What follows belongs to an exercise in optimizing a design on an open flow for small area and a short achievable clock period; a production flow would make more cautious choices. Where RTL was checked, it was by simulation tests only, not by an equivalence proof against the original. Function not checked in run 3: the RTL went through the layout flow alone. Power and IR drop assume default switching activity.

### flow/config.mk
export PLATFORM = sky130hd
export DESIGN_NAME = video_uut
export DESIGN_NICKNAME = video_uut
export VERILOG_FILES = /design/flow/design.v
export SDC_FILE = /design/flow/constraint.sdc
export NUM_CORES = 4
export LEC_CHECK = 0
export ABC_AREA = 1
export CAP_MARGIN = 20
export CORE_MARGIN = 2
export CORE_UTILIZATION = 60
export SETUP_SLACK_MARGIN = 5
export SLEW_MARGIN = 20
### flow/constraint.sdc
create_clock -name core_clock -period 12.0 [get_ports {clk_i}]
set_input_delay 2.4000 -clock core_clock [delete_from_list [all_inputs] [get_ports {clk_i}]]
set_output_delay 2.4000 -clock core_clock [all_outputs]
set_load 0.01 [all_outputs]
### flow/design.v
module video_uut (
    input  wire         clk_i           , 
    input  wire         cen_i           , 
    input  wire         rst_i           , 
    input  wire         vid_sel_i       , 
    input  wire [23:0]  vid_rgb_i       , 
    input  wire [1:0]   vh_blank_i      , 
    input  wire [2:0]   dvh_sync_i      , 
    output wire [2:0]   dvh_sync_o      , 
    output wire [23:0]  vid_rgb_o         
);
localparam NF = 12;
localparam O  = 7;           
reg         HD, VD;
reg  [11:0] X, Y;            
reg  [5:0]  xm, ym;          
reg         xin, yin;        
reg         xdot, ydot;      
reg  [2:0]  gid;  reg gneg; reg [4:0] gmag;
reg  [1:0]  yid;  reg yneg; reg [4:0] ymag;
reg  [10:0] sxr [0:NF-1];
reg  [10:0] syr [0:NF-1];
reg  [2:0]  sync_q;
reg r7, r6, g7, g6, g5, g4, g31, g20, b7, b6;    
wire HR = ~HD &  vh_blank_i[0];
wire HF =  HD & ~vh_blank_i[0];
wire VF =  VD & ~vh_blank_i[1];
function ge;                 
    input [11:0] a, b;
    integer i;
    reg r;
    begin
        r = 1'b1;
        for (i = 0; i < 12; i = i + 1) r = (a[i] & ~b[i]) | ((a[i] | ~b[i]) & r);
        ge = r;
    end
endfunction
function [11:0] add;         
    input [11:0] a, b;
    input ci;
    integer i;
    reg c;
    begin
        c = ci;
        for (i = 0; i < 12; i = i + 1) begin
            add[i] = a[i] ^ b[i] ^ c;
            c = (a[i] & b[i]) | (a[i] & c) | (b[i] & c);
        end
    end
endfunction
function [11:0] sub;         
    input [11:0] a, b;
    sub = add(a, ~b, 1'b1);
endfunction
function [11:0] inc;         
    input [11:0] a;
    integer i;
    reg c;
    begin
        c = 1'b1;
        for (i = 0; i < 12; i = i + 1) begin
            inc[i] = a[i] ^ c;
            c = a[i] & c;
        end
    end
endfunction
function slt7;               
    input [6:0] a, b;
    slt7 = ~ge({5'd0, ~a[6], a[5:0]}, {5'd0, ~b[6], b[5:0]});
endfunction
function stored;             
    input integer j;
    stored = (j < 8) || (j == 11);
endfunction
reg [10:0] sx [0:NF-1];
reg [10:0] sy [0:NF-1];
integer k;
reg dk, db;
always @* begin
    for (k = 0; k < NF; k = k + 1) begin
        sx[k] = sxr[k];
        sy[k] = syr[k];
    end
    sy[1]  = {syr[1][10:1], 1'b0};
    sy[3]  = {syr[3][10:1], 1'b0};
    sy[5]  = {syr[5][10:1], 1'b0};
    sy[7]  = {syr[7][10:3], syr[7][1], syr[7][1], 1'b0};
    sy[11] = {syr[11][10:1], 1'b0};
    for (k = 0; k < 3; k = k + 1) begin
        db = ge(sy[k], 360);
        dk = db ? ge(sx[k], 503) : ge(sx[k], 640);
        sx[k+8] = add(sx[k], db ? (dk ? 12'd1545 : 12'd1417) : (dk ? 12'd1408 : 12'd1280), 1'b0);
        sy[k+8] = add(sy[k], db ? 12'd1688 : 12'd720, 1'b0);
    end
end
function [4:0] wtest;
    input [11:0] v;
    input [7:0]  vm1;        
    input [10:0] s;
    reg [4:0] t;
    begin
        t = sub({8'd0, v[3:0]}, {8'd0, s[3:0]});
        wtest = {(t[3:0] != 4'd15) && (t[4] ? (vm1 == {1'b0, s[10:4]}) : (v[11:4] == {1'b0, s[10:4]})), t[3:0]};
    end
endfunction
wire [11:0] Xm1f = sub({4'd0, X[11:4]}, 12'd1);
wire [11:0] Ym1f = sub({4'd0, Y[11:4]}, 12'd1);
wire [7:0] Xm1 = Xm1f[7:0];
wire [7:0] Ym1 = Ym1f[7:0];
reg  snow;
reg [4:0] wx, wy;
always @* begin
    snow = 1'b0;
    for (k = 0; k < NF; k = k + 1) begin
        wx = wtest(X, Xm1, sx[k]);
        wy = wtest(Y, Ym1, sy[k]);
        if (wx[4] && wy[4] &&
            (wx[3:0] == 4'd6 || wx[3:0] == 4'd7 || wx[3:0] == 4'd8 ||
             wy[3:0] == 4'd6 || wy[3:0] == 4'd7 || wy[3:0] == 4'd8 ||
             wx[3:0] == wy[3:0] || add({8'd0, wx[3:0]}, {8'd0, wy[3:0]}, 1'b0) == 12'd14))
            snow = 1'b1;
    end
end
wire border = (~ge(Y, 15+O)) || (ge(Y, 1065+O)) || (~ge(X, 15+O)) || (ge(X, 1905+O)) ||
              ((ge(X, 25+O)) && (~ge(X, 1895+O)) && (ge(Y, 25+O)) && (~ge(Y, 1055+O)) &&
               !((ge(X, 30+O)) && (~ge(X, 1890+O)) && (ge(Y, 30+O)) && (~ge(Y, 1050+O))));
function wall2;    
    input [11:0] v; input [11:0] a;
    wall2 = (ge(v, a) && ~ge(v, a + 16)) || (ge(v, a + 36) && ~ge(v, a + 52));
endfunction
function wall2r;   
    input [11:0] v; input [11:0] b;
    wall2r = (ge(v, b - 16) && ~ge(v, b)) || (ge(v, b - 52) && ~ge(v, b - 36));
endfunction
wire ly   = (ge(Y, 315+O)) && (~ge(Y, 765+O));
wire yt   = wall2(Y, 315+O);
wire ym2  = wall2(Y, 540+O);
wire yb   = wall2r(Y, 765+O);
wire yup  = (ge(Y, 331+O)) && (~ge(Y, 540+O));
wire ydn  = (ge(Y, 556+O)) && (~ge(Y, 765+O));
wire ystb = (ge(Y, 331+O)) && (~ge(Y, 375+O));
wire letR  = ly && ( wall2(X, 200+O) || ((yt || ym2) && ge(X, 200+O) && ~ge(X, 550+O)) ||
                     (wall2r(X, 550+O) && (yup || ydn)) );
wire letO  = ly && ( wall2(X, 630+O) || wall2r(X, 980+O) ||
                     ((yt || yb) && ge(X, 646+O) && ~ge(X, 964+O)) );
wire letS1 = ly && ( (wall2(X, 1060+O) && yup) || (yt && ge(X, 1076+O) && ~ge(X, 1394+O)) ||
                     (wall2r(X, 1410+O) && (ystb || ydn)) || (ym2 && ge(X, 1060+O) && ~ge(X, 1410+O)) ||
                     (yb && ge(X, 1060+O) && ~ge(X, 1394+O)) );
wire letS2 = ly && ( (wall2(X, 1490+O) && yup) || (yt && ge(X, 1506+O) && ~ge(X, 1824+O)) ||
                     (wall2r(X, 1840+O) && (ystb || ydn)) || (ym2 && ge(X, 1490+O) && ~ge(X, 1840+O)) ||
                     (yb && ge(X, 1490+O) && ~ge(X, 1824+O)) );
wire maze = border | letR | letO | letS1 | letS2;
wire dot = xdot && ydot;
wire gon = ((gid != 3'd0) && (gid != 3'd3 || !ge({7'd0, gmag}, 21))) && (yid == 2'd1);
reg [4:0] glim;
reg gbody, geye, gpup;
always @* begin
    case (ymag)
        5'd6: glim = 5'd19;
        5'd7: glim = 5'd19;
        5'd8: glim = 5'd19;
        5'd9: glim = 5'd19;
        5'd10: glim = 5'd19;
        5'd11: glim = 5'd19;
        5'd12: glim = 5'd18;
        5'd13: glim = 5'd18;
        5'd14: glim = 5'd17;
        5'd15: glim = 5'd17;
        5'd16: glim = 5'd16;
        5'd17: glim = 5'd15;
        5'd18: glim = 5'd15;
        5'd19: glim = 5'd14;
        5'd20: glim = 5'd13;
        5'd21: glim = 5'd11;
        5'd22: glim = 5'd10;
        5'd23: glim = 5'd8;
        5'd24: glim = 5'd6;
        default: glim = 5'd0;
    endcase
    if (yneg && ge({7'd0, ymag}, 25)) gbody = 1'b0;
    else if (yneg && ge({7'd0, ymag}, 6)) gbody = ge({7'd0, glim}, {7'd0, gmag});
    else if (yneg || !ge({7'd0, ymag}, 20)) gbody = 1'b1;
    else if (gneg ? ge(4, {7'd0, gmag}) : ge(3, {7'd0, gmag})) gbody = !ge({7'd0, ymag}, 25);
    else if (gneg ? ge(12, {7'd0, gmag}) : ge(11, {7'd0, gmag})) gbody = !ge({7'd0, ymag}, 24);
    else if (gneg ? ge(20, {7'd0, gmag}) : ge(19, {7'd0, gmag})) gbody = !ge({7'd0, ymag}, 22);
    else gbody = 1'b0;
    geye = ge({7'd0, gmag}, 6) && ge(12, {7'd0, gmag}) && yneg && ge({7'd0, ymag}, 4) && ge(10, {7'd0, ymag});
    gpup = ge({7'd0, gmag}, 8) && ge(10, {7'd0, gmag}) && yneg && ge({7'd0, ymag}, 6) && ge(8, {7'd0, ymag});
end
reg [4:0] pl, pr;
always @* begin
    case (ymag)
        5'd0: begin pl = 5'd29; pr = 5'd0; end
        5'd1: begin pl = 5'd29; pr = 5'd1; end
        5'd2: begin pl = 5'd29; pr = 5'd2; end
        5'd3: begin pl = 5'd29; pr = 5'd4; end
        5'd4: begin pl = 5'd29; pr = 5'd5; end
        5'd5: begin pl = 5'd29; pr = 5'd7; end
        5'd6: begin pl = 5'd29; pr = 5'd8; end
        5'd7: begin pl = 5'd29; pr = 5'd9; end
        5'd8: begin pl = 5'd28; pr = 5'd11; end
        5'd9: begin pl = 5'd28; pr = 5'd12; end
        5'd10: begin pl = 5'd28; pr = 5'd14; end
        5'd11: begin pl = 5'd27; pr = 5'd15; end
        5'd12: begin pl = 5'd27; pr = 5'd17; end
        5'd13: begin pl = 5'd27; pr = 5'd18; end
        5'd14: begin pl = 5'd26; pr = 5'd19; end
        5'd15: begin pl = 5'd25; pr = 5'd21; end
        5'd16: begin pl = 5'd25; pr = 5'd22; end
        5'd17: begin pl = 5'd24; pr = 5'd24; end
        5'd18: begin pl = 5'd23; pr = 5'd23; end
        5'd19: begin pl = 5'd23; pr = 5'd23; end
        5'd20: begin pl = 5'd22; pr = 5'd22; end
        5'd21: begin pl = 5'd21; pr = 5'd21; end
        5'd22: begin pl = 5'd20; pr = 5'd20; end
        5'd23: begin pl = 5'd19; pr = 5'd19; end
        5'd24: begin pl = 5'd17; pr = 5'd17; end
        5'd25: begin pl = 5'd16; pr = 5'd16; end
        5'd26: begin pl = 5'd14; pr = 5'd14; end
        5'd27: begin pl = 5'd13; pr = 5'd13; end
        5'd28: begin pl = 5'd10; pr = 5'd10; end
        5'd29: begin pl = 5'd7; pr = 5'd7; end
        default: begin pl = 5'd0; pr = 5'd0; end
    endcase
end
wire pac = (gid == 3'd3) && (yid == 2'd2) && (gneg ? ge({7'd0, pl}, {7'd0, gmag}) : ge({7'd0, pr}, {7'd0, gmag}));
localparam C_BLK=0, C_WHT=1, C_MAZ=2, C_BLU=3, C_ORG=4, C_RED=5, C_GRN=6, C_PNK=7, C_GBL=9, C_PUR=11, C_YEL=12;
reg [3:0] col;
always @* begin
    col = C_BLK;
    if (dot && !maze) col = C_WHT;
    if (border) col = C_MAZ;
    if (letR)  col = C_BLU;
    if (letO)  col = C_ORG;
    if (letS1) col = C_RED;
    if (letS2) col = C_GRN;
    if (gon && (gbody || geye) && !gpup) begin
        if (geye) col = C_WHT;
        else case (gid)
            3'd1: col = C_PNK;
            3'd2: col = C_RED;
            3'd3: col = C_GBL;
            3'd4: col = C_GRN;
            default: col = C_PUR;
        endcase
    end
    if (pac)  col = C_YEL;
    if (snow) col = C_WHT;
end
wire [23:0] rgb =
    col == C_WHT ? 24'hFFFFFF : col == C_MAZ ? 24'h004080 : col == C_BLU ? 24'h0000FF :
    col == C_ORG ? 24'hFFA500 : col == C_RED ? 24'hFF0000 : col == C_GRN ? 24'h00FF00 :
    col == C_PNK ? 24'hFFB0FF : col == C_GBL ? 24'h0080FF : col == C_PUR ? 24'h8000FF :
    col == C_YEL ? 24'hFFFF00 : 24'h000000;
wire [11:0] Xi = inc(X), Yi = inc(Y);
wire [11:0] xmi = inc({6'd0, xm}), ymi = inc({6'd0, ym});
wire Xend = X == 2047+O, Yend = Y == 2047+O;
reg  [11:0] syn [0:NF-1];
reg  [11:0] sxn [0:NF-1];
reg         wrap [0:NF-1];
integer j;
always @* begin
    for (j = 0; j < NF; j = j + 1) begin
        wrap[j] = ge(sy[j], 1080 - ((j % 8) + 1));
        syn[j]  = add(sy[j], (j % 8) + 1, 1'b0);
        sxn[j]  = ge(sx[j], 1783) ? add(sx[j], 265, 1'b0) : add(sx[j], 137, 1'b0);
    end
end
reg [2:0] gid_n; reg gneg_n; reg [4:0] gmag_n;
reg [1:0] yid_n; reg yneg_n; reg [4:0] ymag_n;
reg xin_n, yin_n;
wire [11:0] gmag_i = inc({7'd0, gmag}), ymag_i = inc({7'd0, ymag});
wire [11:0] gmag_d = sub({7'd0, gmag}, 12'd1), ymag_d = sub({7'd0, ymag}, 12'd1);
always @* begin
    gid_n = gid; gneg_n = gneg; gmag_n = gmag;
    if (gid == 3'd0) begin
        gneg_n = 1'b1; gmag_n = 5'd20;
        if (X == 130+O-1) gid_n = 3'd1;
        if (X == 530+O-1) gid_n = 3'd2;
        if (X == 931+O-1) begin gid_n = 3'd3; gmag_n = 5'd29; end
        if (X == 1160+O-1) gid_n = 3'd4;
        if (X == 1630+O-1) gid_n = 3'd5;
    end else if (gneg) begin
        if (gmag == 5'd1) gneg_n = 1'b0;
        gmag_n = gmag_d[4:0];
    end else begin
        if (gmag == (gid == 3'd3 ? 5'd29 : 5'd20)) gid_n = 3'd0;
        gmag_n = gmag_i[4:0];
    end
    yid_n = yid; yneg_n = yneg; ymag_n = ymag;
    if (yid == 2'd0) begin
        yneg_n = 1'b1; ymag_n = 5'd25;
        if (Y == 125+O-1) yid_n = 2'd1;
        if (Y == 221+O-1) begin yid_n = 2'd2; ymag_n = 5'd29; end
    end else if (yneg) begin
        if (ymag == 5'd1) yneg_n = 1'b0;
        ymag_n = ymag_d[4:0];
    end else begin
        if (ymag == (yid == 2'd2 ? 5'd29 : 5'd25)) yid_n = 2'd0;
        ymag_n = ymag_i[4:0];
    end
    xin_n = (X == 80+O-1) ? 1'b1 : (X == 1840+O-1) ? 1'b0 : xin;
    yin_n = (Y == 80+O-1) ? 1'b1 : (Y == 1000+O-1) ? 1'b0 : yin;
end
wire [5:0] xm_n = (xm == 6'd49 || Xend) ? 6'd0 : xmi[5:0];
wire [5:0] ym_n = (ym == 6'd49 || Yend) ? 6'd0 : ymi[5:0];
always @(posedge clk_i) begin
    if (rst_i) begin
        HD <= 1'b0; VD <= 1'b0;
        X <= O; Y <= O; xm <= 6'd0; ym <= 6'd0;
        xin <= 1'b0; yin <= 1'b0; xdot <= 1'b0; ydot <= 1'b0;
        gid <= 3'd0; gneg <= 1'b0; gmag <= 5'd0;
        yid <= 2'd0; yneg <= 1'b0; ymag <= 5'd0;
        for (j = 0; j < NF; j = j + 1) if (stored(j)) begin
            sxr[j] <= (j * 160) % 1920;
            syr[j] <= (j * 90) % 1080;
        end
        {r7, r6, g7, g6, g5, g4, g31, g20, b7, b6} <= 10'd0;
        sync_q <= 3'd0;
    end else if (cen_i) begin
        HD <= vh_blank_i[0];
        VD <= vh_blank_i[1];
        if (HF || (!vh_blank_i[0] && Xend)) begin
            X <= O; xm <= 6'd0; xin <= 1'b0; xdot <= 1'b0; gid <= 3'd0;
        end else if (!vh_blank_i[0]) begin
            X <= Xi; xm <= xm_n; xin <= xin_n;
            xdot <= xin_n && ge({6'd0, xm_n}, 22) && !ge({6'd0, xm_n}, 28);
            gid <= gid_n; gneg <= gneg_n; gmag <= gmag_n;
        end
        if (VF) begin
            Y <= O; ym <= 6'd0; yin <= 1'b0; ydot <= 1'b0; yid <= 2'd0;
            for (j = 0; j < NF; j = j + 1) if (stored(j)) begin
                if (wrap[j]) begin
                    syr[j] <= 11'd0;
                    sxr[j] <= sxn[j][10:0];
                end else
                    syr[j] <= syn[j][10:0];
            end
        end else if (HR) begin
            if (Yend) begin
                Y <= O; ym <= 6'd0; yin <= 1'b0; ydot <= 1'b0; yid <= 2'd0;
            end else begin
                Y <= Yi; ym <= ym_n; yin <= yin_n;
                ydot <= yin_n && ge({6'd0, ym_n}, 22) && !ge({6'd0, ym_n}, 28);
                yid <= yid_n; yneg <= yneg_n; ymag <= ymag_n;
            end
        end
        r7 <= rgb[23]; r6 <= rgb[22]; g7 <= rgb[15]; g6 <= rgb[14]; g5 <= rgb[13];
        g4 <= rgb[12]; g31 <= rgb[11]; g20 <= rgb[10]; b7 <= rgb[7]; b6 <= rgb[6];
        sync_q <= dvh_sync_i;
    end
end
assign dvh_sync_o = sync_q;
assign vid_rgb_o  = {r7, {7{r6}}, g7, g6, g5, g4, g31, g20, g31, g20, b7, {7{b6}}};
endmodule
### flow/flow/run.sh
#!/bin/bash
# Standard ORFS layout, except that synthesis skips the adder-extraction step
# (ADDER_MAP_FILE empty), so that ABC maps the whole datapath itself.
# Registers, their names and cell types are those of the standard synthesis.
set -euo pipefail
EXTRA="${EXTRA_MAKE_VARS:-}"
bash standard.sh ADDER_MAP_FILE= $EXTRA synth > synth.log 2>&1
bash standard.sh ADDER_MAP_FILE= $EXTRA > layout.log 2>&1
### flow/standard.sh
#!/bin/bash
# synth_recipe.tcl (not shown) runs the flow's synth.tcl, then flattens the netlist and writes it again
# the make line also repeats each setting of config.mk as NAME=value (left out here)
make -C /OpenROAD-flow-scripts/flow DESIGN_CONFIG=/design/flow/config.mk WORK_HOME=/design/flow/orfs CLKGATE_MAP_FILE= SYNTH_SCRIPT=/design/flow/synth_recipe.tcl "${@:-finish}"
==> results.txt, run 1 <==
sequential-to-total area share from yosys stat 22.0%; overflow left after global routing 0; sinks on the clock net 279; DR vias/cell 5.78; critical path class primary input to flop; arrival time at the worst endpoint 6.64 ns; RSZ-0062 raised after global routing false; Post-synth ARST share 0%; Initial DRC Count 2904; cell at the root of the clock tree sky130_fd_sc_hd__clkbuf_16; number of global-route vias before repair 24977; count of synthesis-stage warnings from yosys 8; final setup violation count 0; hold path startpoint sxr[2][10]; placed wire-length estimate after detailed placement 60.0 mm; number of cells produced by synthesis 4479; leading cell type in the layout, fill and taps excluded sky130_fd_sc_hd__nand2_1; synthesized area 25400 um2; Clock Path Buffers 3; Routed Wire Length 87.8 mm; TritonCTS Buffers 36; via count 28926; area added between synthesis and finish 6.42%; final hold violation count 0; starting utilization of the core area 60.6%; iteration count of the initial detailed-routing pass 9; beginning of the worst register-to-register path X[8]; total non-filler cell area in the finished layout 27000 um2; # nets final 4467; number of I/O pins 60; maximum fanout count along the critical path 15; die outline height 210 um; result of the run finished clean; CTS Hold Buffers Added 0; Die Outline Area 43900 um2; Switching Fraction 32.5%; NetSw 850 uW; leakage power summed over all cells 12.7 nW; total global routing track utilization 39.1%; leading cell types in the layout, fill and taps excluded 1366 x sky130_fd_sc_hd__nand2_1, 519 x sky130_fd_sc_hd__inv_1, 498 x sky130_fd_sc_hd__nor2_1, 362 x sky130_fd_sc_hd__o21ai_0, 312 x sky130_fd_sc_hd__nand3_1; Pins Over Slew Limit 0; internal power consumption 1.76 mW; Placed Area 25800 um2; Critical path origin cen_i; Worst Reg-to-Reg Cells 24; maximum achievable frequency 162 MHz; post-cts gate resize count 0; clock-pin transition on the worst setup and hold timing paths 0.06 ns; total negative slack 0 ns; Max-cap violations 0; setup slack on the worst flop-to-flop path 7.27 ns; relative contribution of sequential cells to total power 36.9%; number of unique standard cell types used by synthesis 69; shortest clock period the worst path allows after layout 6.19 ns; Post-Syn Area per Cell 5.66 um2; RD Place Congestion 0.990; Startpoint Class primary input; required time of the critical path 12.45 ns; wire length of the first global-routing pass 135 mm; Period Utilization, post-route 51.6%; share of post-route cells with drive strength above 1 5.67%; worst slew pin tran 1.24 ns; Combinational Power Share 21.7%; port buffer count 34; die width 210 um; top flip-flop cell by instance count after synthesis sky130_fd_sc_hd__dfxtp_1; number of enable-type register cells in the synthesized netlist 0; number of setup buffers added after CTS 0; number of cell rows 75; post-detailed-route DRC marker count 0; pin count of the biggest net entering global routing 95; antenna violations before repair 1; number of H-tree levels 2; area of the core region 41900 um2; routed wirelength normalized by instance count 17.6 um; Net Count, Synth 4512; share of total power in the clock network 41.4%; total chip power 2.61 mW; final clock skew 0.0326 ns; power per standard cell area 96.8 nW/um2; headroom to the max-slew limit 17.1%; CTS tree built; Critical Path Sink pr[1]; Hold/Removal Path Class flop to flop; number of synthesized register bits 279; worst vdd ir 0.114 mV; R2R Path End b7; type of destination of the critical path flop; post-route antenna net violation count 0; clock insertion delay at the later pin of the skew report 0.57 ns
==> worst max-delay path: stages <==
cell and delay [ns]:
sky130_fd_sc_hd__clkdlybuf4s50_1 0.77, sky130_fd_sc_hd__inv_1 0.45, sky130_fd_sc_hd__nor4_1 0.80, sky130_fd_sc_hd__nand2_1 0.37
sky130_fd_sc_hd__inv_1 0.28, sky130_fd_sc_hd__nor2_1 0.07, sky130_fd_sc_hd__nor2_1 0.31, sky130_fd_sc_hd__clkinv_1 0.33
sky130_fd_sc_hd__nor2_1 0.31, sky130_fd_sc_hd__nand2_1 0.15, sky130_fd_sc_hd__nand3_1 0.11, sky130_fd_sc_hd__o31ai_1 0.06
sky130_fd_sc_hd__o21ai_0 0.21
==> worst min-delay path by stage <==
stage,cells after the start,endpoint
after CTS,1,sxr[2][10]
after detailed placement,1,sxr[2][10]
after global routing,2,VD
after global placement,1,sxr[2][10]
after floorplan,1,sxr[2][10]
final,1,sxr[2][10]
==> layout make-up <==
cell class / count / area [um2]
diodes: 2 / 5.00
clock buffers: 54 / 1070
clock inverters: 10 / 86.3
fillers: 4315 / 14900
inverters: 570 / 2140
multi-input cells: 3472 / 16800
flip-flops and latches: 279 / 5590
well taps: 539 / 674
repair buffers: 75 / 646
==> cell usage after synthesis, types with 7 or more instances <==
master	n	area [um2]
sky130_fd_sc_hd__nand2_1	1366	5130
sky130_fd_sc_hd__inv_1	519	1950
sky130_fd_sc_hd__nor2_1	499	1870
sky130_fd_sc_hd__o21ai_0	362	1810
sky130_fd_sc_hd__nand3_1	312	1560
sky130_fd_sc_hd__dfxtp_1	279	5590
sky130_fd_sc_hd__a21oi_1	182	911
sky130_fd_sc_hd__xor2_1	123	1080
sky130_fd_sc_hd__nor3_1	89	445
sky130_fd_sc_hd__nand4_1	83	519
sky130_fd_sc_hd__clkbuf_1	62	233
sky130_fd_sc_hd__nand2_2	51	319
sky130_fd_sc_hd__xnor2_1	43	377
sky130_fd_sc_hd__buf_4	42	315
sky130_fd_sc_hd__o21ai_1	42	210
sky130_fd_sc_hd__buf_2	35	175
sky130_fd_sc_hd__o22ai_1	34	213
sky130_fd_sc_hd__inv_2	32	120
sky130_fd_sc_hd__a31oi_1	29	181
sky130_fd_sc_hd__a211oi_1	25	188
sky130_fd_sc_hd__o211ai_1	21	158
sky130_fd_sc_hd__o2111ai_1	19	166
sky130_fd_sc_hd__clkinv_1	18	67.6
sky130_fd_sc_hd__nor4_1	18	113
sky130_fd_sc_hd__o31ai_1	15	113
sky130_fd_sc_hd__or2_2	15	93.8
sky130_fd_sc_hd__nand3_2	12	120
sky130_fd_sc_hd__nand3b_1	12	90.1
sky130_fd_sc_hd__nor2_2	11	68.8
sky130_fd_sc_hd__buf_1	10	37.5
sky130_fd_sc_hd__or2_1	10	62.6
sky130_fd_sc_hd__buf_6	9	101
sky130_fd_sc_hd__nor3b_1	9	67.6
sky130_fd_sc_hd__o221ai_1	9	78.8
sky130_fd_sc_hd__nand2_4	7	78.8
sky130_fd_sc_hd__o21bai_1	7	52.6
==> power by group through the flow <==
stage / Sequential, mW / Clock [mW] / Combinational [mW]
final: 0.965 / 1.08 / 0.567
after global placement: 0.984 / 0 / 0.548
after CTS: 0.964 / 1.09 / 0.555
after detailed placement: 0.984 / 0 / 0.552
after global routing: 0.967 / 1.13 / 0.627
after floorplan: 0.981 / 0 / 0.418
==> through the flow <==
step | utilization [%] | setup WS [ns] | hold slack, ns | std cells
final | 64.5 | 5.81 | 0.449 | 5001
after CTS | 64.5 | 5.88 | 0.454 | 4999
after global placement | 61.7 | 5.35 | 0.437 | 4935
after floorplan | - | 7.47 | 0.422 | 4479
after detailed placement | 61.7 | 5.32 | 0.445 | 4935
after global routing | 64.5 | 5.28 | 0.478 | 4999
==> routing by layer <==
layer | share of wire [%] | wire [um] | GRT usage [%]
met2 | 42 | 37100 | 61.0
met3 | 11 | 9620 | 7.69
met4 | 5.2 | 4580 | 18.1
met5 | 0.021 | 18 | 0
met1 | 42 | 36500 | 52.1
==> registers in the layout, indices dropped and copies added (netlist names), 6 cells and up <==
name and flops:
X 12, Y 12, syr 93, ym 6, xm 6, sxr 99
==> cells by family (layout without fill, tap and decap cells) <==
family                    after synthesis  count (layout)  share of synthesized area, %
and+or+nand+nor                      2512            2512                          42.4
AOI/OAI and AO/OA                     788             788                          17.6
buffers and inverters                 728             709                          11.8
DFF                                   279             279                          22.0
xor gates and xnor gates              172             172                          6.12
other                                   0               2                             0
==> run 2, diff against run 1 <==
==> flow/flow/run.sh (replaced) <==
#!/bin/bash
# Standard ORFS layout, except that synthesis skips the adder-extraction step
# (ADDER_MAP_FILE empty), so that ABC maps the whole datapath itself.
# Registers, their names and cell types are those of the standard synthesis.
set -euo pipefail
EXTRA="SETUP_SLACK_MARGIN=8"
bash standard.sh ADDER_MAP_FILE= $EXTRA synth > synth.log 2>&1
bash standard.sh ADDER_MAP_FILE= $EXTRA > layout.log 2>&1
==> run 2 against run 1 <==
  * Routed wire length increased by 4.5%
  * Clock-buffer cell count decreased by 6
  * Critical path type unchanged
  * Non-clock buffer count increased by 86
  * Setup slack improved by 2.1 ns
  * Largest cell class unchanged
  * Die area unchanged
==> results.txt, run 2 <==
antenna violations before repair 2 (+1); area added between synthesis and finish 12.6%; Die Outline Area 43900 um2 (unchanged); number of synthesized register bits 279 (unchanged); placed wire-length estimate after detailed placement 60.3 mm (+0.55%); end-of-flow core utilization 68.3% (+3.8 points); number of H-tree levels 2 (unchanged); Slowest Stage Delay on Critical Path 0.18 ns (-0.62 ns); final hold violation count 0 (unchanged); Non-Filler Instances 5084 (+1.7%); worst-path cell chain buf_12, clkinvlp_4, buf_8, buf_6, nor2_4, clkinvlp_4, buf_12, buf_4, buf_6, nor2_4, inv_2, nor2_4, inv_2, nor2_4, inv_2, nor2_4, inv_2, nor2_4, nand2_2, nand3_2, nand2_1; setup slack on the worst flop-to-flop path 8.10 ns (+0.83 ns); Setup Slack @ Placement 5.86 ns (+0.541 ns); iteration count of the initial detailed-routing pass 6 (-3); critical path class primary input to flop; maximum achievable frequency 243 MHz (+50%); clock-pin transition on the worst setup and hold timing paths 0.06 ns (about the same); starting utilization of the core area 60.6% (unchanged); leading cell types in the layout, fill and taps excluded 1344 x sky130_fd_sc_hd__nand2_1, 487 x sky130_fd_sc_hd__inv_1, 441 x sky130_fd_sc_hd__nor2_1, 344 x sky130_fd_sc_hd__o21ai_0, 303 x sky130_fd_sc_hd__nand3_1; number of unique standard cell types used by synthesis 69 (unchanged); TritonCTS Buffers 35 (-2.8%); port buffer count 34 (unchanged); CTS tree built; top flip-flop cell by instance count after synthesis sky130_fd_sc_hd__dfxtp_1; wire length of the first global-routing pass 140 mm (+3.6%); Initial DRC Count 3572 (+23%); Routed Wire Length 91.7 mm (+4.5%); most flop-heavy register sxr; clock insertion delay at the later pin of the skew report 0.59 ns (+0.02 ns); DR vias/cell 5.88 (+1.6%); Startpoint Class primary input; CTS Hold Buffers Added 0 (unchanged); post-route antenna net violation count 0 (unchanged); headroom to the max-slew limit 17.2% (+0.080 points); cell at the root of the clock tree sky130_fd_sc_hd__clkbuf_16; power per standard cell area 94.1 nW/um2 (-2.8%); list of most frequent post-synthesis cells 1366 x sky130_fd_sc_hd__nand2_1, 519 x sky130_fd_sc_hd__inv_1, 499 x sky130_fd_sc_hd__nor2_1; arrival time at the worst endpoint 4.57 ns (-2.07 ns); Max-cap violations 0 (unchanged); leading registers by flop count sxr (99), syr (93); final setup violation count 0 (unchanged); Post-Syn Area per Cell 5.66 um2 (unchanged); multi-input combinational cell area 17400 um2 (+3.5%); die outline height 210 um (unchanged); total global routing track utilization 40.2% (+1.1 points); most numerous cell in the Yosys netlist sky130_fd_sc_hd__nand2_1; share of post-route cells with drive strength above 1 11.0% (+5.4 points); via count 29891 (+3.3%); shortest clock period the worst path allows after layout 4.11 ns (-2.08 ns); synthesized area 25400 um2 (unchanged); master of the slowest instance on the critical path sky130_fd_sc_hd__nor2_4; final worst setup slack 7.89 ns (+2.08 ns); Yosys top cell area share 22.0% (unchanged); leading cell type in the layout, fill and taps excluded sky130_fd_sc_hd__nand2_1; max reg flops 99 (unchanged); type of destination of the critical path flop; leakage power summed over all cells 13.3 nW (+4.6%); Post-synth ARST share 0% (unchanged); pin count of the biggest net entering global routing 50 (-47%); number of cell rows 75 (unchanged); overflow left after global routing 0 (unchanged); total negative slack 0 ns (unchanged); Net Count, Synth 4512 (unchanged); maximum fanout count along the critical path 8 (-7); most numerous cell on the critical path sky130_fd_sc_hd__nor2_4; number of enable-type register cells in the synthesized netlist 0 (unchanged); RD Place Congestion 0.980 (-1.1%); register area 5600 um2 (+0.22%); Clock Path Buffers 3 (unchanged); sinks on the clock net 279 (unchanged); die width 210 um (unchanged); count of placed standard cells including taps 4929 (-0.12%); final clock skew 0.0327 ns (+0.000110 ns); number of I/O pins 60 (unchanged); sequential-to-total area share from yosys stat 22.0% (unchanged); post-detailed-route DRC marker count 0 (unchanged); required time of the critical path 12.46 ns (about the same); worst slew pin tran 1.24 ns (+0.00200 ns); count of synthesis-stage warnings from yosys 8 (unchanged); number of cells produced by synthesis 4479 (unchanged); Hold/Removal Path Class flop to flop; area of the core region 41900 um2 (unchanged); kind of cell adding the most delay to the critical path buffers and inverters; number of inserted filler cells in the final layout 3998 (-7.3%); Period Utilization, post-route 34.3% (-17 points); leading area contributor after synthesis sky130_fd_sc_hd__dfxtp_1; routed wirelength normalized by instance count 18.0 um (+2.8%); result of the run finished clean; RSZ-0062 raised after global routing true; worst vdd ir 0.139 mV (+21%); # nets final 4552 (+1.9%); Pins Over Slew Limit 0 (unchanged); Buf/Inv on CP 12 (+8); leading cell types by total area after synthesis sky130_fd_sc_hd__dfxtp_1 22%, sky130_fd_sc_hd__nand2_1 20%, sky130_fd_sc_hd__inv_1 7.7%, sky130_fd_sc_hd__nor2_1 7.4%, sky130_fd_sc_hd__o21ai_0 7.1%; number of global-route vias before repair 26157 (+4.7%); worst hold margin 0.462 ns (+0.0134 ns)
[run 2: cell types whose count changed in the layout (fill, tap and decap cells not counted), moves of 10 or more]
cell,delta
sky130_fd_sc_hd__clkinvlp_4,+13
sky130_fd_sc_hd__nand2_2,+13
sky130_fd_sc_hd__nor2_2,+32
sky130_fd_sc_hd__o21ai_0,-18
sky130_fd_sc_hd__inv_1,-32
sky130_fd_sc_hd__nand2_1,-22
sky130_fd_sc_hd__buf_4,+63
sky130_fd_sc_hd__nor3_1,-10
sky130_fd_sc_hd__nor2_4,+25
sky130_fd_sc_hd__nor2_1,-57
sky130_fd_sc_hd__inv_2,+15
sky130_fd_sc_hd__o21ai_1,+16
[run 2: per-layer routing]
layer | vias to the layer above | GRT usage, % | routed length, um
met2 | 1529 | 61.8 | 37800
met3 | 414 | 8.01 | 10600
li1 | 14655 | - | -
met1 | 13293 | 52.8 | 36600
met4 | 0 | 22.5 | 6670
met5 | - | 0 | 0
[run 2: layout make-up]
type,count,share of cell area (%)
sequential,279,19.6
timing repair buffer,161,5.31
tap,539,2.36
clock inverter,14,0.688
clock buffer,48,3.45
multi-input combinational,3472,60.8
antenna,1,0.00876
inverter,570,7.79
[run 2: repair_timing]
| item | 4_1_cts | 5_1_grt |
|---|---|---|
| setup endpoints to repair | 280 | 103 |
| resized for setup | 90 | 158 |
| pin swaps | 16 | 37 |
| gates cloned | 2 | 1 |
| buffers inserted | 40 | 49 |
| hold endpoints to repair | 0 | 0 |
[run 2: stage by stage]
stage               power, mW  instance area, um2
detailed placement       1.54               25900
CTS                      2.65               27700
floorplan                1.40               25400
finish                   2.69               28600
global route             2.80               28600
global placement         1.53               25900
[run 2: kinds of logic (layout without fill, tap and decap cells)]
kind of cell / Yosys count / after routing / share of synthesized area [%]
AND/OR/NAND/NOR: 2512 / 2512 / 42.4
XOR/XNOR: 172 / 172 / 6.12
buffers and inverters: 728 / 793 / 11.8
flip-flops: 279 / 279 / 22.0
other: 0 / 1 / 0
AO/OA/AOI/OAI: 788 / 788 / 17.6
[run 2: power by group]
part | internal, mW | total [mW] | switching [mW]
clock | 0.646 | 1.11 | 0.462
combinational | 0.203 | 0.614 | 0.411
sequential | 0.948 | 0.966 | 0.0178
total | 1.80 | 2.69 | 0.890
[run 2: final timing paths]
| path | end | start | cells after the start |
|---|---|---|---|
| worst max-delay path | syr[7][9] | cen_i | 21 |
| worst min register to register | sxr[1][6] | sxr[1][6] | 1 |
| worst min-delay path | sxr[1][6] | sxr[1][6] | 1 |
| worst max register to register | g6 | Y[7] | 24 |
==> run 3, diff against run 2 <==
--- a/flow/design.v
+++ b/flow/design.v
@@ -70,7 +70,7 @@
 endfunction
 function stored;             
     input integer j;
-    stored = (j < 8) || (j == 11);
+    stored = (j < 8);
 endfunction
 reg [10:0] sx [0:NF-1];
 reg [10:0] sy [0:NF-1];
@@ -85,12 +85,11 @@
     sy[3]  = {syr[3][10:1], 1'b0};
     sy[5]  = {syr[5][10:1], 1'b0};
     sy[7]  = {syr[7][10:3], syr[7][1], syr[7][1], 1'b0};
-    sy[11] = {syr[11][10:1], 1'b0};
-    for (k = 0; k < 3; k = k + 1) begin
+    for (k = 0; k < 4; k = k + 1) begin
         db = ge(sy[k], 360);
         dk = db ? ge(sx[k], 503) : ge(sx[k], 640);
         sx[k+8] = add(sx[k], db ? (dk ? 12'd1545 : 12'd1417) : (dk ? 12'd1408 : 12'd1280), 1'b0);
-        sy[k+8] = add(sy[k], db ? 12'd1688 : 12'd720, 1'b0);
+        sy[k+8] = add(sy[k], db ? ((k == 3 && sy[3][1]) ? 12'd1686 : 12'd1688) : 12'd720, 1'b0);
     end
 end
 function [4:0] wtest;
==> run 3 against run 2 <==
  * Still clean on timing, DRC and antenna
  * Synthesized cell count up 2.8%
  * Routed wire length up 0.20%
  * Flip-flop and latch count down 21
  * Combinational power up 39%
  * Hold slack worse by 0.0069 ns
  * Area after synthesis up 0.43%
  * Sequential power down 6.8%
  * Utilization down 0.35 points
  * Total power up 3.5%
  * Largest cell class unchanged
  * Highest routed layer unchanged
==> results.txt, run 3 <==
synthesized area 25500 um2 (+0.43%); clock insertion delay at the later pin of the skew report 0.62 ns (+0.03 ns); Clock Path Buffers 3 (unchanged); master of the slowest instance on the critical path sky130_fd_sc_hd__clkdlybuf4s50_1; number of unique standard cell types used by synthesis 81 (+17%); Period Utilization, post-route 33.1% (-1.2 points); RSZ-0062 raised after global routing true; leading area contributor after synthesis sky130_fd_sc_hd__nand2_1; Buf/Inv on CP 1 (-11); worst vdd ir 0.117 mV (-16%); placed wire-length estimate after detailed placement 62.5 mm (+3.7%); post-detailed-route DRC marker count 0 (unchanged); number of cells produced by synthesis 4603 (+2.8%); Net Count, Synth 4636 (+2.7%); CP Depth 1 (-95%); number of H-tree levels 1 (-1); CTS Hold Buffers Added 0 (unchanged); share of post-route cells with drive strength above 1 9.77% (-1.3 points); multi-input combinational cell area 17800 um2 (+2.6%); TritonCTS Buffers 31 (-11%); maximum fanout count along the critical path 8 (unchanged); worst slew pin tran 1.24 ns (-0.00242 ns); Hold Path Depth 1 (unchanged); type of destination of the critical path output port; number of global-route vias before repair 26223 (+0.25%); power per standard cell area 97.7 nW/um2 (+3.8%); RD Place Congestion 1.01 (+2.8%); starting utilization of the core area 60.7% (+0.13 points); leading registers by flop count sxr (88), syr (83); final hold violation count 0 (unchanged); most numerous cell in the Yosys netlist sky130_fd_sc_hd__nand2_1; Post-Syn Area per Cell 5.53 um2 (-2.3%); count of synthesis-stage warnings from yosys 8 (unchanged); most flop-heavy register sxr; DR vias/cell 5.77 (-1.9%); Startpoint Class flop; via count 29920 (+0.097%); number of inserted filler cells in the final layout 4088 (+2.3%); sequential-to-total area share from yosys stat 20.3% (-1.7 points); routed wirelength normalized by instance count 17.7 um (-1.8%); Hold/Removal Path Class flop to flop; shortest clock period the worst path allows after layout 3.97 ns (-0.140 ns); number of I/O pins 60 (unchanged); leading cell type in the layout, fill and taps excluded sky130_fd_sc_hd__nand2_1; maximum achievable frequency 252 MHz (+3.5%); Yosys top cell area share 22.9% (+0.83 points); worst-path cell chain clkdlybuf4s50_1; CTS tree built; Routed Wire Length 91.9 mm (+0.20%); # nets final 4657 (+2.3%); number of enable-type register cells in the synthesized netlist 0 (unchanged); total global routing track utilization 39.7% (-0.47 points); Max-cap violations 0 (unchanged); die width 210 um (+0.21%); number of synthesized register bits 258 (-7.5%); Die Outline Area 44100 um2 (+0.42%); overflow left after global routing 0 (unchanged); die outline height 210 um (+0.21%); final clock skew 0.0262 ns (-0.00645 ns); leading cell types by total area after synthesis sky130_fd_sc_hd__nand2_1 23%, sky130_fd_sc_hd__dfxtp_1 20%, sky130_fd_sc_hd__inv_1 8.0%, sky130_fd_sc_hd__nor2_1 7.7%, sky130_fd_sc_hd__nand3_1 6.8%; headroom to the max-slew limit 17.3% (+0.16 points); required time of the critical path 9.60 ns (-2.86 ns); Initial DRC Count 2923 (-18%); iteration count of the initial detailed-routing pass 9 (+3); Placed Area 26000 um2 (+0.63%); area of the core region 41900 um2 (+0.22%); Slowest Stage Delay on Critical Path 0.57 ns (+0.39 ns); wire length of the first global-routing pass 139 mm (-0.49%); total non-filler cell area in the finished layout 28500 um2 (-0.28%); max reg flops 88 (-11%); Post-synth ARST share 0% (unchanged); leakage power summed over all cells 13.8 nW (+3.7%); antenna violations before repair 1 (-1); result of the run finished clean; clock-pin transition on the worst setup and hold timing paths 0.07 ns (about the same); sinks on the clock net 258 (-7.5%); Pins Over Slew Limit 0 (unchanged); final setup violation count 0 (unchanged); number of cell rows 75 (unchanged); area added between synthesis and finish 11.8%; kind of cell adding the most delay to the critical path buffers and inverters; critical path class flop to output port; leading cell types in the layout, fill and taps excluded 1530 x sky130_fd_sc_hd__nand2_1, 529 x sky130_fd_sc_hd__inv_1, 478 x sky130_fd_sc_hd__nor2_1, 344 x sky130_fd_sc_hd__nand3_1, 301 x sky130_fd_sc_hd__o21ai_0; list of most frequent post-synthesis cells 1551 x sky130_fd_sc_hd__nand2_1, 546 x sky130_fd_sc_hd__inv_1, 522 x sky130_fd_sc_hd__nor2_1; total negative slack 0 ns (unchanged); pin count of the biggest net entering global routing 65 (+30%); top flip-flop cell by instance count after synthesis sky130_fd_sc_hd__dfxtp_1; Worst Reg-to-Reg Cells 28 (+17%); register area 5180 um2 (-7.4%); arrival time at the worst endpoint 1.57 ns (-3.00 ns); port buffer count 34 (unchanged); post-route antenna net violation count 0 (unchanged); cell at the root of the clock tree sky130_fd_sc_hd__clkbuf_16
run 3: changes by cell type after synthesis, moves of 9 or more:
cell	delta
sky130_fd_sc_hd__o21ai_1	+9
sky130_fd_sc_hd__dfxtp_1	-21
sky130_fd_sc_hd__nor3_1	-19
sky130_fd_sc_hd__a31oi_1	-9
sky130_fd_sc_hd__nand3_1	+36
sky130_fd_sc_hd__inv_1	+27
sky130_fd_sc_hd__nand3_2	+12
sky130_fd_sc_hd__a21oi_1	-41
sky130_fd_sc_hd__o21ai_0	-50
sky130_fd_sc_hd__nand2_1	+185
sky130_fd_sc_hd__nor2_1	+23
sky130_fd_sc_hd__clkinv_1	-9
run 3: what timing repair did:
item | 4_1_cts | 5_1_grt
gates cloned | 4 | 4
hold endpoints to repair | 0 | 0
endpoints found under the setup margin | 263 | 102
resized for setup | 72 | 139
pin swaps | 10 | 18
buffers inserted | 26 | 43
run 3: cell families (layout without fill, tap and decap cells):
group | after synthesis | in the layout | synth area share [%]
xor gates and xnor gates | 168 | 168 | 5.89
other | 0 | 1 | 0
AOI/OAI and AO/OA | 703 | 705 | 16.1
buffers and inverters | 742 | 782 | 12.1
DFF | 258 | 258 | 20.3
and+or+nand+nor | 2732 | 2733 | 45.7
run 3: per-stage QoR:
stage                     hold slack (ns)  power [mW]  util (%)  setup slack (ns)  std cells
final                               0.456        2.78      67.9              8.03       5186
after global routing                0.491        2.90      67.9              7.89       5185
after CTS                           0.454        2.73      65.7              7.96       5138
after detailed placement            0.445        1.69      62.0              5.50       5053
after global placement              0.447        1.68      62.0              5.50       5053
after floorplan                     0.422        1.50         -              7.98       4603
run 3: power by group:
group,internal (mW),switching (mW),leakage [nW]
Clock,0.617,0.415,0.521
Sequential,0.879,0.0207,2.09
Combinational,0.277,0.574,11.2
run 3: area by class of cell:
| type | instances | share of cell area [%] |
|---|---|---|
| Timing Repair inverter | 3 | 0.0791 |
| Timing Repair Buffer | 138 | 4.77 |
| Antenna cell | 1 | 0.00879 |
| Inverter | 586 | 8.22 |
| Multi-Input combinational cell | 3606 | 62.6 |
| Sequential cell | 258 | 18.2 |
| Tap cell | 539 | 2.37 |
| Clock buffer | 37 | 2.91 |
| Clock inverter | 18 | 0.901 |
run 3: worst paths after layout:
path / slack [ns] / end / start
worst min-delay path: 0.46 / sxr[0][6] / sxr[0][6]
worst max register to register: 8.08 / g6 / X[8]
worst min register to register: 0.46 / sxr[0][6] / sxr[0][6]
worst max-delay path: 8.03 / vid_rgb_o[17] / r6
run 3: metal layers:
metal | routed length, um | track usage (%)
met5 | 0 | 0
met4 | 4900 | 19.2
met3 | 10300 | 7.81
met2 | 39300 | 62.5
met1 | 37300 | 52.2
==> run 4, diff against run 3 <==
--- a/flow/design.v
+++ b/flow/design.v
@@ -154,28 +154,26 @@
 reg [4:0] glim;
 reg gbody, geye, gpup;
 always @* begin
-    case (ymag)
-        5'd6: glim = 5'd19;
-        5'd7: glim = 5'd19;
-        5'd8: glim = 5'd19;
-        5'd9: glim = 5'd19;
-        5'd10: glim = 5'd19;
-        5'd11: glim = 5'd19;
-        5'd12: glim = 5'd18;
-        5'd13: glim = 5'd18;
-        5'd14: glim = 5'd17;
-        5'd15: glim = 5'd17;
-        5'd16: glim = 5'd16;
-        5'd17: glim = 5'd15;
-        5'd18: glim = 5'd15;
-        5'd19: glim = 5'd14;
-        5'd20: glim = 5'd13;
-        5'd21: glim = 5'd11;
-        5'd22: glim = 5'd10;
-        5'd23: glim = 5'd8;
-        5'd24: glim = 5'd6;
-        default: glim = 5'd0;
-    endcase
+    glim = 5'd0;
+    if (ymag == 5'd6) glim = 5'd19;
+    if (ymag == 5'd7) glim = 5'd19;
+    if (ymag == 5'd8) glim = 5'd19;
+    if (ymag == 5'd9) glim = 5'd19;
+    if (ymag == 5'd10) glim = 5'd19;
+    if (ymag == 5'd11) glim = 5'd19;
+    if (ymag == 5'd12) glim = 5'd18;
+    if (ymag == 5'd13) glim = 5'd18;
+    if (ymag == 5'd14) glim = 5'd17;
+    if (ymag == 5'd15) glim = 5'd17;
+    if (ymag == 5'd16) glim = 5'd16;
+    if (ymag == 5'd17) glim = 5'd15;
+    if (ymag == 5'd18) glim = 5'd15;
+    if (ymag == 5'd19) glim = 5'd14;
+    if (ymag == 5'd20) glim = 5'd13;
+    if (ymag == 5'd21) glim = 5'd11;
+    if (ymag == 5'd22) glim = 5'd10;
+    if (ymag == 5'd23) glim = 5'd8;
+    if (ymag == 5'd24) glim = 5'd6;
     if (yneg && ge({7'd0, ymag}, 25)) gbody = 1'b0;
     else if (yneg && ge({7'd0, ymag}, 6)) gbody = ge({7'd0, glim}, {7'd0, gmag});
     else if (yneg || !ge({7'd0, ymag}, 20)) gbody = 1'b1;
@@ -188,39 +186,37 @@
 end
 reg [4:0] pl, pr;
 always @* begin
-    case (ymag)
-        5'd0: begin pl = 5'd29; pr = 5'd0; end
-        5'd1: begin pl = 5'd29; pr = 5'd1; end
-        5'd2: begin pl = 5'd29; pr = 5'd2; end
-        5'd3: begin pl = 5'd29; pr = 5'd4; end
-        5'd4: begin pl = 5'd29; pr = 5'd5; end
-        5'd5: begin pl = 5'd29; pr = 5'd7; end
-        5'd6: begin pl = 5'd29; pr = 5'd8; end
-        5'd7: begin pl = 5'd29; pr = 5'd9; end
-        5'd8: begin pl = 5'd28; pr = 5'd11; end
-        5'd9: begin pl = 5'd28; pr = 5'd12; end
-        5'd10: begin pl = 5'd28; pr = 5'd14; end
-        5'd11: begin pl = 5'd27; pr = 5'd15; end
-        5'd12: begin pl = 5'd27; pr = 5'd17; end
-        5'd13: begin pl = 5'd27; pr = 5'd18; end
-        5'd14: begin pl = 5'd26; pr = 5'd19; end
-        5'd15: begin pl = 5'd25; pr = 5'd21; end
-        5'd16: begin pl = 5'd25; pr = 5'd22; end
-        5'd17: begin pl = 5'd24; pr = 5'd24; end
-        5'd18: begin pl = 5'd23; pr = 5'd23; end
-        5'd19: begin pl = 5'd23; pr = 5'd23; end
-        5'd20: begin pl = 5'd22; pr = 5'd22; end
-        5'd21: begin pl = 5'd21; pr = 5'd21; end
-        5'd22: begin pl = 5'd20; pr = 5'd20; end
-        5'd23: begin pl = 5'd19; pr = 5'd19; end
-        5'd24: begin pl = 5'd17; pr = 5'd17; end
-        5'd25: begin pl = 5'd16; pr = 5'd16; end
-        5'd26: begin pl = 5'd14; pr = 5'd14; end
-        5'd27: begin pl = 5'd13; pr = 5'd13; end
-        5'd28: begin pl = 5'd10; pr = 5'd10; end
-        5'd29: begin pl = 5'd7; pr = 5'd7; end
-        default: begin pl = 5'd0; pr = 5'd0; end
-    endcase
+    pl = 5'd0; pr = 5'd0;
+    if (ymag == 5'd0) begin pl = 5'd29; pr = 5'd0; end
+    if (ymag == 5'd1) begin pl = 5'd29; pr = 5'd1; end
+    if (ymag == 5'd2) begin pl = 5'd29; pr = 5'd2; end
+    if (ymag == 5'd3) begin pl = 5'd29; pr = 5'd4; end
+    if (ymag == 5'd4) begin pl = 5'd29; pr = 5'd5; end
+    if (ymag == 5'd5) begin pl = 5'd29; pr = 5'd7; end
+    if (ymag == 5'd6) begin pl = 5'd29; pr = 5'd8; end
+    if (ymag == 5'd7) begin pl = 5'd29; pr = 5'd9; end
+    if (ymag == 5'd8) begin pl = 5'd28; pr = 5'd11; end
+    if (ymag == 5'd9) begin pl = 5'd28; pr = 5'd12; end
+    if (ymag == 5'd10) begin pl = 5'd28; pr = 5'd14; end
+    if (ymag == 5'd11) begin pl = 5'd27; pr = 5'd15; end
+    if (ymag == 5'd12) begin pl = 5'd27; pr = 5'd17; end
+    if (ymag == 5'd13) begin pl = 5'd27; pr = 5'd18; end
+    if (ymag == 5'd14) begin pl = 5'd26; pr = 5'd19; end
+    if (ymag == 5'd15) begin pl = 5'd25; pr = 5'd21; end
+    if (ymag == 5'd16) begin pl = 5'd25; pr = 5'd22; end
+    if (ymag == 5'd17) begin pl = 5'd24; pr = 5'd24; end
+    if (ymag == 5'd18) begin pl = 5'd23; pr = 5'd23; end
+    if (ymag == 5'd19) begin pl = 5'd23; pr = 5'd23; end
+    if (ymag == 5'd20) begin pl = 5'd22; pr = 5'd22; end
+    if (ymag == 5'd21) begin pl = 5'd21; pr = 5'd21; end
+    if (ymag == 5'd22) begin pl = 5'd20; pr = 5'd20; end
+    if (ymag == 5'd23) begin pl = 5'd19; pr = 5'd19; end
+    if (ymag == 5'd24) begin pl = 5'd17; pr = 5'd17; end
+    if (ymag == 5'd25) begin pl = 5'd16; pr = 5'd16; end
+    if (ymag == 5'd26) begin pl = 5'd14; pr = 5'd14; end
+    if (ymag == 5'd27) begin pl = 5'd13; pr = 5'd13; end
+    if (ymag == 5'd28) begin pl = 5'd10; pr = 5'd10; end
+    if (ymag == 5'd29) begin pl = 5'd7; pr = 5'd7; end
 end
 wire pac = (gid == 3'd3) && (yid == 2'd2) && (gneg ? ge({7'd0, pl}, {7'd0, gmag}) : ge({7'd0, pr}, {7'd0, gmag}));
 localparam C_BLK=0, C_WHT=1, C_MAZ=2, C_BLU=3, C_ORG=4, C_RED=5, C_GRN=6, C_PNK=7, C_GBL=9, C_PUR=11, C_YEL=12;
--- a/flow/config.mk
+++ b/flow/config.mk
@@ -5,7 +5,6 @@
 export SDC_FILE = /design/flow/constraint.sdc
 export NUM_CORES = 4
 export LEC_CHECK = 0
-export ABC_AREA = 1
 export CAP_MARGIN = 20
 export CORE_MARGIN = 2
 export CORE_UTILIZATION = 60
==> run 4 against run 3 <==
  * Setup slack worse by 0.19 ns
  * Critical path depth is 14 higher
  * Sequential power is 6.2% lower
  * Via count is 14% higher
  * Area after synthesis rose by 14%
  * Global-route usage is 4.4 points higher
  * First-iteration DRC count up 83%
  * Critical endpoint is now r6
  * Largest cell class unchanged
  * Highest routed layer is now met5
==> results.txt, run 4 <==
result of the run finished clean; area share of xor/xnor cells in the synthesized design 15.0% (+9.1 points); maximum fanout count along the critical path 35 (+27); worst hold margin 0.463 ns (+0.00738 ns); die width 224 um (+6.6%); max reg flops 88 (unchanged); Post-synth ARST share 0% (unchanged); CTS tree built; number of cell rows 80 (+6.7%); Routed Wire Length 120 mm (+31%); post-route antenna net violation count 0 (unchanged); number of I/O pins 60 (unchanged); Setup Slack @ Placement 6.36 ns (+0.860 ns); number of enable-type register cells in the synthesized netlist 0 (unchanged); top flip-flop cell by instance count after synthesis sky130_fd_sc_hd__dfxtp_1; Worst Reg-to-Reg Cells 15 (-46%); Max-cap violations 0 (unchanged); die outline height 224 um (+6.6%); clock-pin transition on the worst setup and hold timing paths 0.06 ns (about the same); leading area contributor after synthesis sky130_fd_sc_hd__dfxtp_1; leading cell types in the layout, fill and taps excluded 445 x sky130_fd_sc_hd__nor2_1, 360 x sky130_fd_sc_hd__nand2_1, 324 x sky130_fd_sc_hd__xnor2_1, 279 x sky130_fd_sc_hd__a21oi_1, 264 x sky130_fd_sc_hd__o21ai_0; total non-filler cell area in the finished layout 32700 um2 (+15%); hold path endpoint xin; iteration count of the initial detailed-routing pass 9 (unchanged); type of destination of the critical path flop; maximum achievable frequency 240 MHz (-4.6%); placed wire-length estimate after detailed placement 76.6 mm (+22%); # nets final 4150 (-11%); synthesized area 29000 um2 (+14%); Initial DRC Count 5346 (+83%); number of global-route vias before repair 30309 (+16%); leading cell type in the layout, fill and taps excluded sky130_fd_sc_hd__nor2_1; leading registers by flop count sxr (88), syr (83); share of post-route cells with drive strength above 1 12.8% (+3.0 points); leakage power summed over all cells 11.2 nW (-19%); area added between synthesis and finish 12.6%; final hold violation count 0 (unchanged); antenna violations before repair 6 (+5); routed wirelength normalized by instance count 25.3 um (+43%); Hold/Removal Path Class flop to flop; list of most frequent post-synthesis cells 467 x sky130_fd_sc_hd__nor2_1, 373 x sky130_fd_sc_hd__nand2_1, 346 x sky130_fd_sc_hd__xnor2_1; leading cell types by total area after synthesis sky130_fd_sc_hd__dfxtp_1 17%, sky130_fd_sc_hd__xnor2_1 10%, sky130_fd_sc_hd__nor2_1 6.0%, sky130_fd_sc_hd__a21oi_1 4.9%, sky130_fd_sc_hd__nand2_1 4.8%; number of unique standard cell types used by synthesis 105 (+30%); final clock skew 0.0196 ns (-0.00664 ns); wire length of the first global-routing pass 175 mm (+26%); main combinational cell family by area after synthesis compound AO/OA/AOI/OAI gates; R2R Path End r6; number of synthesized register bits 243 (-5.8%); sequential-to-total area share from yosys stat 16.8% (-3.5 points); power per standard cell area 81.4 nW/um2 (-17%); worst slew pin tran 1.04 ns (-0.199 ns); Period Utilization, post-route 34.7% (+1.6 points); required time of the critical path 12.51 ns (+2.91 ns); starting utilization of the core area 60.7% (about the same); count of synthesis-stage warnings from yosys 8 (unchanged); number of cells produced by synthesis 4275 (-7.1%); Post-Syn Area per Cell 6.78 um2 (+23%); Net Count, Synth 4308 (-7.1%); via count 34225 (+14%); port buffer count 34 (unchanged); DR vias/cell 7.19 (+25%); total negative slack 0 ns (unchanged); CTS Hold Buffers Added 0 (unchanged); headroom to the max-slew limit 30.4% (+13 points); Startpoint Class flop; final worst setup slack 7.83 ns (-0.192 ns); post-synthesis adder-cell area fraction 0.764% (+0.76 points); hold path startpoint xin; clock insertion delay at the later pin of the skew report 0.62 ns (about the same); setup slack on the worst flop-to-flop path 7.83 ns (-0.25 ns); beginning of the worst register-to-register path X[4]; most flop-heavy register sxr; RD Place Congestion 1.02 (+1.7%); most numerous cell in the Yosys netlist sky130_fd_sc_hd__nor2_1; final setup violation count 0 (unchanged); number of H-tree levels 1 (unchanged); shortest clock period the worst path allows after layout 4.17 ns (+0.192 ns); Clock Path Buffers 3 (unchanged); Hold Path Depth 1 (unchanged); total global routing track utilization 44.1% (+4.4 points); Placed Area 29000 um2 (+12%); Synth Area in Simple Gates 29.0% (-17 points); area of the core region 47700 um2 (+14%); Yosys top cell area share 16.8% (-6.1 points); post-detailed-route DRC marker count 0 (unchanged); arrival time at the worst endpoint 4.68 ns (+3.11 ns); pin count of the biggest net entering global routing 63 (-3.1%); complex-gate fraction of the synthesized area 29.2% (+13 points); Die Outline Area 50100 um2 (+14%); total chip power 2.66 mW (-4.5%); share of synthesized area spent on multiplexers 2.47% (+2.5 points); Pins Over Slew Limit 0 (unchanged); TritonCTS Buffers 31 (unchanged); overflow left after global routing 0 (unchanged); sinks on the clock net 243 (-5.8%); cell at the root of the clock tree sky130_fd_sc_hd__clkbuf_16; worst vdd ir 0.135 mV (+16%); critical path class flop to flop; RSZ-0062 raised after global routing true
run 4: cell count changes after synthesis, sizes merged, moves of 140 or more:
cell	change
a21oi	+140
xnor2	+309
inv	-491
nand3	-247
clkbuf	+207
nand2	-1230
run 4: per-stage QoR:
step / utilization, % / std cells
6_report: 68.4 / 4758
5_1_grt: 68.4 / 4755
4_1_cts: 65.8 / 4708
3_5_place_dp: 60.8 / 4608
3_3_place_gp: 60.8 / 4607
2_1_floorplan: - / 4275
run 4: critical path, stage by stage (launching register included):
cell and delay [ns]:
sky130_fd_sc_hd__dfxtp_4 0.57, sky130_fd_sc_hd__buf_6 0.42, sky130_fd_sc_hd__or3_4 0.35, sky130_fd_sc_hd__buf_4 0.25, sky130_fd_sc_hd__nand2_1 0.14, sky130_fd_sc_hd__nand3_1 0.14, sky130_fd_sc_hd__o21ai_0 0.10, sky130_fd_sc_hd__or4_4 0.52
sky130_fd_sc_hd__a2111oi_4 0.31, sky130_fd_sc_hd__and4_1 0.23, sky130_fd_sc_hd__o211a_1 0.23, sky130_fd_sc_hd__a21oi_1 0.06, sky130_fd_sc_hd__or4b_4 0.26, sky130_fd_sc_hd__nor3_4 0.05, sky130_fd_sc_hd__buf_12 0.15, sky130_fd_sc_hd__a311oi_1 0.22
run 4: cell type report:
| cell class | count | area [um2] |
|---|---|---|
| multi-input cells | 3554 | 23300 |
| fillers | 4120 | 15100 |
| flip-flops and latches | 243 | 4960 |
| repair buffers | 194 | 2090 |
| clock buffers | 37 | 848 |
| well taps | 615 | 769 |
| inverters | 93 | 380 |
| clock inverters | 19 | 274 |
| diodes | 3 | 7.51 |
run 4: worst max path at each step:
stage | end | slack [ns] | depth (start not counted) | startpoint
3_5_place_dp | sxr[6][3] | 6.36 | 9 | cen_i
2_1_floorplan | sxr[5][8] | 8.03 | 9 | vh_blank_i[1]
5_1_grt | r6 | 7.82 | 15 | X[4]
6_report | r6 | 7.83 | 15 | X[4]
4_1_cts | r6 | 7.90 | 14 | Y[9]
3_3_place_gp | sxr[6][7] | 6.44 | 10 | cen_i
run 4: kinds of logic (layout without fill, tap and decap cells):
| logic type | count (synthesis) | in the layout |
|---|---|---|
| AO/OA/AOI/OAI | 1271 | 1271 |
| XOR/XNOR | 488 | 488 |
| adder cells (fa/ha/maj) | 22 | 22 |
| buffers and inverters | 479 | 343 |
| flip-flops | 243 | 243 |
| multiplexers | 70 | 70 |
| other | 0 | 3 |
| AND/OR/NAND/NOR | 1702 | 1703 |
run 4: layer usage:
metal	vias up	GRT usage, %	wire length, um
met5	-	0.587	8
met4	2	26.8	8850
met3	602	11.3	16600
met2	2486	67.4	50500
met1	15923	55.8	44400
li1	15212	-	-
run 4: report_power, final:
part | internal, mW | switching, mW | total [mW]
logic | 0.290 | 0.474 | 0.764
registers | 0.818 | 0.0265 | 0.844
clock network | 0.632 | 0.419 | 1.05
total | 1.74 | 0.919 | 2.66
run 4: what timing repair did:
| action | 4_1_cts | 5_1_grt |
|---|---|---|
| setup buffers | 39 | 39 |
| gates resized for setup | 221 | 160 |
| gates cloned | 5 | 8 |
| setup endpoints to repair | 231 | 80 |
| pin swaps | 21 | 22 |
==> run 5, diff against run 4 <==
--- a/flow/config.mk
+++ b/flow/config.mk
@@ -5,8 +5,10 @@
 export SDC_FILE = /design/flow/constraint.sdc
 export NUM_CORES = 4
 export LEC_CHECK = 0
+export ABC_AREA = 1
 export CAP_MARGIN = 20
 export CORE_MARGIN = 2
 export CORE_UTILIZATION = 60
 export SETUP_SLACK_MARGIN = 5
 export SLEW_MARGIN = 20
+export TNS_END_PERCENT = 0
==> run 5 against run 4 <==
  * Non-clock buffer count is 76 lower
  * Critical endpoint is now syr[2][9]
  * Combinational power is 6.4% higher
  * Sequential share of layout area rose by 2.6 points
  * Highest routed layer is now met4
  * Still clean
  * Register-to-register slack improved by 0.14 ns
==> results.txt, run 5 <==
post-route antenna net violation count 0 (unchanged); Initial DRC Count 3539 (-34%); leading cell types in the layout, fill and taps excluded 1433 x sky130_fd_sc_hd__nand2_1, 512 x sky130_fd_sc_hd__nor2_1, 510 x sky130_fd_sc_hd__inv_1, 356 x sky130_fd_sc_hd__nand3_1, 303 x sky130_fd_sc_hd__o21ai_0; die outline height 209 um (-6.8%); number of unique standard cell types used by synthesis 70 (-33%); Yosys top cell area share 21.5% (+4.8 points); result of the run finished clean; maximum achievable frequency 244 MHz (+1.8%); Startpoint Class primary input; headroom to the max-slew limit 37.7% (+7.3 points); # nets final 4576 (+10%); placed wire-length estimate after detailed placement 62.4 mm (-18%); total chip power 2.63 mW (-1.2%); post-detailed-route DRC marker count 0 (unchanged); port buffer count 34 (unchanged); required time of the critical path 12.49 ns (-0.02 ns); R2R Path End g20; via count 29761 (-13%); critical path class primary input to flop; Buf/Inv on CP 10 (+7); final hold violation count 0 (unchanged); Worst Reg-to-Reg Cells 22 (+7); pin count of the biggest net entering global routing 67 (+6.3%); master of the slowest instance on the critical path sky130_fd_sc_hd__dlygate4sd2_1; overflow left after global routing 0 (unchanged); die width 209 um (-6.8%); leading registers by flop count sxr (88), syr (83); Slowest Stage Delay on Critical Path 0.27 ns (-0.30 ns); Max-cap violations 0 (unchanged); DR vias/cell 5.83 (-19%); number of enable-type register cells in the synthesized netlist 0 (unchanged); most numerous cell in the Yosys netlist sky130_fd_sc_hd__nand2_1; max reg flops 88 (unchanged); hold path startpoint sxr[1][6]; RSZ-0062 raised after global routing true; top flip-flop cell by instance count after synthesis sky130_fd_sc_hd__dfxtp_1; number of global-route vias before repair 25672 (-15%); clock insertion delay at the later pin of the skew report 0.62 ns (about the same); starting utilization of the core area 61.2% (+0.42 points); final worst setup slack 7.91 ns (+0.0729 ns); Setup Slack @ Placement 5.97 ns (-0.389 ns); Post-synth ARST share 0% (unchanged); list of most frequent post-synthesis cells 1442 x sky130_fd_sc_hd__nand2_1, 545 x sky130_fd_sc_hd__nor2_1, 526 x sky130_fd_sc_hd__inv_1; Hold/Removal Path Class flop to flop; power per standard cell area 96.1 nW/um2 (+18%); synthesized area 25100 um2 (-13%); Routed Wire Length 90.4 mm (-25%); cell at the root of the clock tree sky130_fd_sc_hd__clkbuf_16; worst vdd ir 0.124 mV (-8.3%)
## run 5: worst max path at each step
| stage | startpoint | end | slack [ns] | cells after the start |
|---|---|---|---|---|
| final | vh_blank_i[1] | syr[2][9] | 7.91 | 21 |
| after global routing | vh_blank_i[1] | syr[2][9] | 7.77 | 21 |
| after CTS | Y[6] | b7 | 7.85 | 26 |
| after detailed placement | cen_i | sxr[1][6] | 5.97 | 14 |
| after global placement | cen_i | sxr[4][2] | 6.00 | 13 |
| after floorplan | vh_blank_i[1] | syr[2][9] | 7.89 | 18 |
## run 5: final cells by class
cell class,count,area [um2]
Antenna cell,1,2.50
Clock buffer,40,870
Clock inverter,18,169
Fill cell,4174,13800
Inverter,573,2230
Multi-Input combinational cell,3576,17500
Sequential cell,243,4870
Tap cell,532,666
Timing Repair Buffer,118,1060
## run 5: metrics by stage
| stage | hold slack [ns] | std cells |
|---|---|---|
| after floorplan | 0.422 | 4554 |
| after global placement | 0.439 | 4994 |
| after detailed placement | 0.445 | 4994 |
| after CTS | 0.452 | 5083 |
| after global routing | 0.472 | 5100 |
| final | 0.454 | 5101 |
## run 5: repair_timing
item,in CTS,in global routing
gates cloned,2,0
pin swaps,8,11
buffers inserted,29,17
gates resized for setup,43,79
setup endpoints to repair,225,100
hold endpoints to repair,0,0
## run 5: per-layer routing
metal  track usage (%)  up-vias  share of wire [%]  wire (um)
li1                  -    14730                  -          -
met2              60.0     1555                 41      37100
met5                 0        -                  0          0
met1              52.9    13121                 41      36700
met4              22.2        0                6.5       5870
met3              8.63      355                 12      10700
## run 5: logic make-up after synthesis
group / after synthesis / synth area share [%]
buffers and inverters: 735 / 12.1
AND/OR/NAND/NOR: 2688 / 46.2
XOR/XNOR: 184 / 6.44
flip-flops: 243 / 19.3
AO/OA/AOI/OAI: 704 / 15.9
## run 5: power by group
| part | internal (mW) | switching [mW] |
|---|---|---|
| Combinational | 0.249 | 0.563 |
| Clock | 0.555 | 0.413 |
| Sequential | 0.825 | 0.0196 |
| Total | 1.63 | 0.997 |
## run 5: worst reg2reg max path, stage by stage, from the launching register on
cell and delay [ns]:
sky130_fd_sc_hd__dfxtp_1 0.30, sky130_fd_sc_hd__buf_4 0.27, sky130_fd_sc_hd__nor2_4 0.31, sky130_fd_sc_hd__nand2_1 0.11, sky130_fd_sc_hd__nor2_1 0.22, sky130_fd_sc_hd__nand2_1 0.20, sky130_fd_sc_hd__xor2_4 0.38, sky130_fd_sc_hd__buf_4 0.32
sky130_fd_sc_hd__nand2_1 0.08, sky130_fd_sc_hd__o2111ai_1 0.11, sky130_fd_sc_hd__nor2_1 0.06, sky130_fd_sc_hd__nand2_1 0.06, sky130_fd_sc_hd__nor2_1 0.05, sky130_fd_sc_hd__nand3_1 0.19, sky130_fd_sc_hd__nand4_1 0.21, sky130_fd_sc_hd__nor2_2 0.21
sky130_fd_sc_hd__nand3_4 0.14, sky130_fd_sc_hd__nor2_8 0.21, sky130_fd_sc_hd__o21ai_2 0.10, sky130_fd_sc_hd__nand2_2 0.13, sky130_fd_sc_hd__nand2_4 0.08, sky130_fd_sc_hd__o21ai_1 0.13, sky130_fd_sc_hd__inv_1 0.05

what the ideal ports hide:
How much do the figures lean on ideal ports? The routed layouts below were timed once more, with nothing changed but the port constraints. Step 1 assumes that a clkbuf_16 drives the clock port and a buf_2 every other input. Step 2, shift: input delay + t, output delay - t, t = (earliest + latest rising clock arrival at the registers) / 2. This alone moves slack from input paths to output paths. a / b / c = ideal / step 1 / step 2; a / b = the first two.
run | t (ns) | setup slack, ns
run 1 | 0.616 | 5.809 / 5.843 / 5.227
run 2 | 0.629 | 7.886 / 7.879 / 7.251
run 3 | 0.671 | 8.025 / 7.963 / 7.402
run 4 | 0.677 | 7.834 / 7.834 / 7.410
run 5 | 0.672 | 7.907 / 7.892 / 7.268
After both steps every run listed still meets setup and hold.
